Source: an optimization exercise on an open RTL-to-GDS flow (aim: small area, a short achievable clock period and few clock cycles). Production flows keep margins and buffers that such runs may drop. Only simulation tests tie the RTL to the original design; equivalence was not proved. The clock port is modelled as an ideal driver; clocking choices that lean on that would not hold on a real chip. Power is estimated from default activity; no workload was simulated.

==> inputs of wip/fjord <==
## viterbi_decoder
module viterbi_decoder(sys_clk,rst,en,i_data,o_data,o_done);
Settings: LEC_CHECK=0, ABC_AREA=1, CAP_MARGIN=20, CORE_AREA=2 2 68 68, CTS_BUF_LIST=sky130_fd_sc_hd__clkbuf_2, DIE_AREA=0 0 70 70, SLEW_MARGIN=20; clock period 5.0 ns.
standard.sh (not shown) runs the stock make flow with config.mk's settings and CLKGATE_MAP_FILE= SYNTH_SCRIPT=/design/flow/synth_recipe.tcl, a recipe that flattens the netlist after the stock synthesis.
==> flow/flow/run.sh <==
#!/bin/bash
set -euo pipefail
PB="BUFFER_PORTS_ARGS=-buffer_cell sky130_fd_sc_hd__buf_2"
bash standard.sh "$PB" cts > make_cts.log 2>&1
export ORFS_RESULTS="$PWD/orfs/results/${FLOW_PLATFORM}/viterbi_decoder/base"
openroad -no_init -exit flow/resize_step.tcl > resize.log 2>&1
bash standard.sh "$PB" finish > make_finish.log 2>&1
==> flow/flow/resize.tcl <==
proc obj {} {
  estimate_parasitics -placement
  set a 0.0
  foreach inst [[ord::get_db_block] getInsts] {
    set m [$inst getMaster]
    if {[$m getType] eq "CORE"} { set a [expr {$a + [$m getWidth] * [$m getHeight]}] }
  }
  set a [expr {$a / 1e6}]
  set ws [sta::worst_slack_cmd max]
  set ws [expr {[sta::time_sta_ui $ws]}]
  return [list [expr {$a * ($::period - $ws)}] $a $ws]
}
set ::period $::env(FLOW_PERIOD_NS)
set ::dont_use {}
if {[info exists ::env(DONT_USE_CELLS)]} { set ::dont_use $::env(DONT_USE_CELLS) }
set lib_cells {}
proc family {name} {
  if {[regexp {^(sky130_fd_sc_hd__[a-z0-9]+)_([0-9]+)$} $name -> base n]} { return $base }
  return ""
}
set cands {}
set orig_master [dict create]
foreach inst [[ord::get_db_block] getInsts] {
  set m [$inst getMaster]
  set n [$m getName]
  if {[$m getType] ne "CORE"} { continue }
  if {[regexp {df|clkbuf|clkinv|conb|tap|fill|decap|dly} $n]} { continue }
  set f [family $n]
  if {$f eq ""} { continue }
  set alts {}
  foreach lc [get_lib_cells ${f}_*] {
    set ln [get_name $lc]
    if {[family $ln] ne $f || $ln eq $n} { continue }
    if {[regexp {lpflow|probe} $ln] || [lsearch $::dont_use $ln] >= 0} { continue }
    lappend alts $ln
  }
  if {[llength $alts]} { lappend cands [list [$inst getName] $alts]; dict set orig_master [$inst getName] $n }
}
set best [obj]
puts "resize: start obj [lindex $best 0] area [lindex $best 1] slack [lindex $best 2], [llength $cands] candidates"
for {set pass 0} {$pass < 4} {incr pass} {
  set changed 0
  foreach c $cands {
    set iname [lindex $c 0]
    set inst [[ord::get_db_block] findInst $iname]
    set cur [[$inst getMaster] getName]
    set keep $cur
    foreach alt [concat [lindex $c 1] $cur] {
      if {$alt eq $cur} { continue }
      replace_cell [get_cells $iname] [get_lib_cells $alt]
      set o [obj]
      if {[lindex $o 0] < [lindex $best 0] - 1e-6 && [lindex $o 2] >= 0} {
        set best $o; set keep $alt
      }
      replace_cell [get_cells $iname] [get_lib_cells $keep]
    }
    if {$keep ne $cur} { incr changed; set c [list $iname [lindex $c 1]] }
  }
  puts "resize: pass $pass changed $changed obj [lindex $best 0] area [lindex $best 1] slack [lindex $best 2]"
  if {$changed == 0} break
}
foreach c $cands {
  set iname [lindex $c 0]
  set now [[[[ord::get_db_block] findInst $iname] getMaster] getName]
  if {$now ne [dict get $orig_master $iname]} { puts "resize: $iname [dict get $orig_master $iname] -> $now" }
}
==> flow/flow/resize_step.tcl <==
# Runs between ORFS's cts and grt steps: reads the post-CTS database, sizes
# the logic gates with flow/resize.tcl, legalises the placement and writes the
# database back for the rest of the standard flow.
set res $::env(ORFS_RESULTS)
read_db $res/4_cts.odb
read_liberty $::env(FLOW_HOME)/platforms/sky130hd/lib/sky130_fd_sc_hd__tt_025C_1v80.lib
read_sdc $res/4_cts.sdc
source $::env(FLOW_HOME)/platforms/sky130hd/setRC.tcl
estimate_parasitics -placement
source [file join [file dirname [info script]] resize.tcl]
detailed_placement
check_placement -verbose
estimate_parasitics -placement
puts "resize: after legalisation area/slack [obj]"
# a second round on the legalised placement
source [file join [file dirname [info script]] resize.tcl]
detailed_placement
check_placement -verbose
puts "resize: after second legalisation area/slack [obj]"
write_db $res/4_cts.odb
==> wip/pepper: changes against wip/fjord <==
==> flow/flow/run.sh (replaced) <==
#!/bin/bash
set -euo pipefail
PB="BUFFER_PORTS_ARGS=-buffer_cell sky130_fd_sc_hd__buf_2"
bash standard.sh "ADDER_MAP_FILE=" "$PB" cts > make_cts.log 2>&1
export ORFS_RESULTS="$PWD/orfs/results/${FLOW_PLATFORM}/viterbi_decoder/base"
openroad -no_init -exit flow/resize_step.tcl > resize.log 2>&1
bash standard.sh "ADDER_MAP_FILE=" "$PB" finish > make_finish.log 2>&1
==> wip/yarrow: changes against wip/fjord <==
--- a/flow/flow/resize.tcl
+++ b/flow/flow/resize.tcl
@@ -1,4 +1,3 @@
 proc obj {} {
-  estimate_parasitics -placement
   set a 0.0
   foreach inst [[ord::get_db_block] getInsts] {
--- a/flow/flow/resize_step.tcl
+++ b/flow/flow/resize_step.tcl
@@ -13,8 +13,3 @@
 estimate_parasitics -placement
 puts "resize: after legalisation area/slack [obj]"
-# a second round on the legalised placement
-source [file join [file dirname [info script]] resize.tcl]
-detailed_placement
-check_placement -verbose
-puts "resize: after second legalisation area/slack [obj]"
 write_db $res/4_cts.odb
==> notes.md <==
wip/yarrow completed without violations. wip/fjord completed without violations. wip/pepper finished clean.
The highest first-iteration DRC count belongs to wip/fjord, the lowest to wip/pepper.
The highest global-route usage belongs to wip/pepper, the lowest to wip/fjord.
Clock power is about the same in wip/fjord and wip/yarrow.
In critical path depth, wip/pepper and wip/fjord do not differ.
The lowest worst hold slack belongs to wip/pepper, the highest to wip/yarrow.
In non-clock buffer count, wip/yarrow and wip/fjord do not differ.
In die area, wip/fjord and wip/pepper do not differ.
Sequential cell count is the same in wip/fjord and wip/pepper.
==> figures <==
quantity                                                                   wip/yarrow     wip/fjord    wip/pepper
FMAX                                                                        246.8 MHz     251.1 MHz     256.2 MHz
Critical-path top delay cell                                                     ha_2          ha_1       xnor2_1
Crit path DAT                                                                 4.04 ns       3.97 ns       3.88 ns
Share of cell area taken by flip-flops and latches                             0.1598        0.1614        0.1621
Register share of total power                                                   0.198         0.200         0.214
Number of distinct standard cells referenced by the synthesized netlist            26            26            25
Non-clock buffer share                                                        0.07505       0.07579       0.07510
Status                                               no timing/DRC/antenna violations  no timing/DRC/antenna violations  no timing/DRC/antenna violations
Buf/Inv on CP                                                                       4             4             2
Post-synthesis adder-cell area fraction                                       0.05382       0.05382             0
Final design instance area without fill                                  0.001284 mm²  0.001271 mm²  0.001266 mm²
Finished Layout Cells                                                             266           266           277
CP Max Fanout                                                                       7             7             5
GR met2 Demand/Resource                                                        0.1831        0.1799        0.1799
Core Util, Final                                                               0.3011        0.2981        0.2969
Total placed cells including tap cells                                            262           262           273
Power drawn by the clock network                                            0.0411 mW     0.0412 mW     0.0397 mW
Testbench counts of wip/fjord, summed over its fixed seeds: cycles 3,200.
Testbench counts of wip/pepper, summed over its fixed seeds: cycles 3,200.
Testbench counts of wip/yarrow, summed over its fixed seeds: cycles 3,200.

-- separate check: timing with driven ports --
How much do the figures lean on ideal ports? The routed layouts below were timed once more, with nothing changed but the port constraints.
Step 1 assumes that a clkbuf_16 drives the clock port and a buf_2 every other input.
Step 2 also shifts input and output timing later by t, the mid clock arrival at the registers, as if the neighbouring blocks saw the same clock.
Three values: ideal ports, drivers, drivers and shift; two values: the first two.
run	t, ns	setup WS [ns]	slew at the worst register clock pin (ns)
wip/fjord	0.243	1.017 / 1.015 / 0.772	0.07 / 0.07
wip/pepper	0.233	1.096 / 1.094 / 0.860	0.07 / 0.07
wip/yarrow	0.243	0.948 / 0.945 / 0.702	0.07 / 0.07
After both steps setup and hold are still met in every run listed. For wip/yarrow, which loses most, drivers alone change the setup slack by -0.003 ns; drivers and shift together by -0.246 ns.
